Source: an optimization exercise on an open RTL-to-GDS flow (aim: small area, a short achievable clock period and few clock cycles per item). Production flows keep margins and buffers that such runs may drop. Function was checked by simulation only, so behaviour that the tests miss may differ from the original.

==> flow/design.v (excerpt) <==
module configurable_dnn_accelerator (
    input clk,
    input rst_n,
    input start,
    input load_params,
    input [7:0] param_data,
    input [3:0] param_addr,       
    input param_valid,
    input [7:0] input_data_0,
    input [7:0] input_data_1,
    input [7:0] input_data_2,
    input [7:0] input_data_3,
    output [15:0] output_data_0,
    output [15:0] output_data_1,
    output reg done,
    output reg valid,
    output reg params_loaded
);
Size: roughly 3,200 cells after synthesis, roughly 260 flip-flops, roughly 84 I/O pins, roughly 39,000 sq um of cells after synthesis.
clock: 9.0 ns
lec_check: 0
cap_margin: 20
core_margin: 2
core_utilization: 40
slew_margin: 20
synth_hierarchical: 1
run.sh (not shown) runs the stock make flow with config.mk's settings and CLKGATE_MAP_FILE= SYNTH_SCRIPT=/design/flow/synth_recipe.tcl, a recipe that flattens the netlist after the stock synthesis.
Testbench counts at the start, summed over its fixed seeds: cycles 1,016, inferences 512.
Next try:
==> flow/flow/run.sh (new file) <==
#!/bin/bash
# Layout: the standard flow (standard.sh, unchanged synthesis, floorplan,
# power grid, placement, CTS and routing), with one change: the port buffers
# that global placement inserts are sky130_fd_sc_hd__buf_4 cells.  Left to
# itself buffer_ports picks clkdlybuf4s50_1, a delay cell, and the timing
# repair (footprint-matched on sky130hd) cannot swap it for a faster buffer.
# Every input and output port still gets its buffer.
set -euo pipefail
export BUFFER_PORTS_ARGS="-buffer_cell sky130_fd_sc_hd__buf_4"
bash standard.sh > standard.log 2>&1
==> flow/standard.sh (new file) <==
#!/bin/bash
# synth_recipe.tcl (not shown) runs the flow's synth.tcl, then flattens the netlist and writes it again
# the make line also repeats each setting of config.mk as NAME=value (left out here)
make -C /OpenROAD-flow-scripts/flow DESIGN_CONFIG=/design/flow/config.mk WORK_HOME=/design/flow/orfs CLKGATE_MAP_FILE= SYNTH_SCRIPT=/design/flow/synth_recipe.tcl "${@:-finish}"
- ABC_CLOCK_PERIOD_IN_PS: default -> 6000
- SETUP_SLACK_MARGIN: default -> 1.0
removed: flow/run.sh
What happened: Worst setup slack gains 0.77 ns. Routed wire length hardly moves. Sequential share of layout area barely changes. Clock skew is lower by 0.0039 ns. Critical path depth is higher by 3.

* * *

Another version of the RTL of configurable_dnn_accelerator (not shown whole).
Size: about 3,000 cells after synthesis, roughly 260 flip-flops, ~84 I/O pins, roughly 37,000 µm² of cells after synthesis.
export LEC_CHECK = 0
export ABC_CLOCK_PERIOD_IN_PS = 6000
export CAP_MARGIN = 0
export CORE_MARGIN = 2
export CORE_UTILIZATION = 40
export SETUP_SLACK_MARGIN = 1.0
export SLEW_MARGIN = 0
export SYNTH_HIERARCHICAL = 1
create_clock -name core_clock -period 9.0 [get_ports {clk}]
standard.sh (not shown) runs the stock make flow with config.mk's settings and CLKGATE_MAP_FILE= SYNTH_SCRIPT=/design/flow/synth_recipe.tcl, a recipe that flattens the netlist after the stock synthesis.
==> flow/flow/run.sh <==
#!/bin/bash
# Layout: the standard flow (standard.sh, unchanged synthesis, floorplan,
# power grid, placement, CTS and routing), with one change: the port buffers
# that global placement inserts are sky130_fd_sc_hd__buf_4 cells.  Left to
# itself buffer_ports picks clkdlybuf4s50_1, a delay cell, and the timing
# repair (footprint-matched on sky130hd) cannot swap it for a faster buffer.
# Every input and output port still gets its buffer.
set -euo pipefail
export BUFFER_PORTS_ARGS="-buffer_cell sky130_fd_sc_hd__buf_4"
bash standard.sh > standard.log 2>&1
Testbench counts at the start, summed over its fixed seeds: cycles 1,016, inferences 512.
Change:
- CAP_MARGIN: 0 -> 20
- SETUP_SLACK_MARGIN: 1.0 -> 1.5
- SLEW_MARGIN: 0 -> 20
Clock-buffer cell count goes up by 7.
Setup slack gets better by 0.084 ns.
Routed wire length grows by 1.4%.
Utilization rose by 1.4 points.
Via count rises by 1.5%.
Sequential share of layout area goes down by 0.55 points.
Change:
- SETUP_SLACK_MARGIN: 1.5 -> 1.0
The changed run went through all stages and came out clean.
Global-route usage decreases by 0.17 points.
Count of clock-buffer cells in the layout drops by 7.
Die area does not change.

afterwards: timing with drivers on the ports:
The flow's constraints put no driver on any port. The routed layouts listed below were extracted and timed again, unchanged, in two steps.
Step 1 assumes that a clkbuf_16 drives the clock port and a buf_2 every other input.
Step 2 also shifts input and output timing later by t, the mid clock arrival at the registers, as if the neighbouring blocks saw the same clock.
a / b / c = ideal / step 1 / step 2; a / b = the first two.
run	shift t [ns]	setup slack, ns	hold WS [ns]
the first run of note 1	0.671	0.284 / 0.222 / 0.431	0.489 / 0.489 / 0.489
the second run of note 1	0.687	1.051 / 0.983 / 1.009	0.486 / 0.486 / 0.486
the first run of note 2	0.631	1.199 / 1.135 / 0.744	0.468 / 0.468 / 0.468
the second run of note 2	0.617	1.283 / 1.219 / 1.066	0.490 / 0.490 / 0.490
the third run of note 2	0.631	1.199 / 1.135 / 0.744	0.468 / 0.468 / 0.468
After both steps every run listed still meets setup and hold.
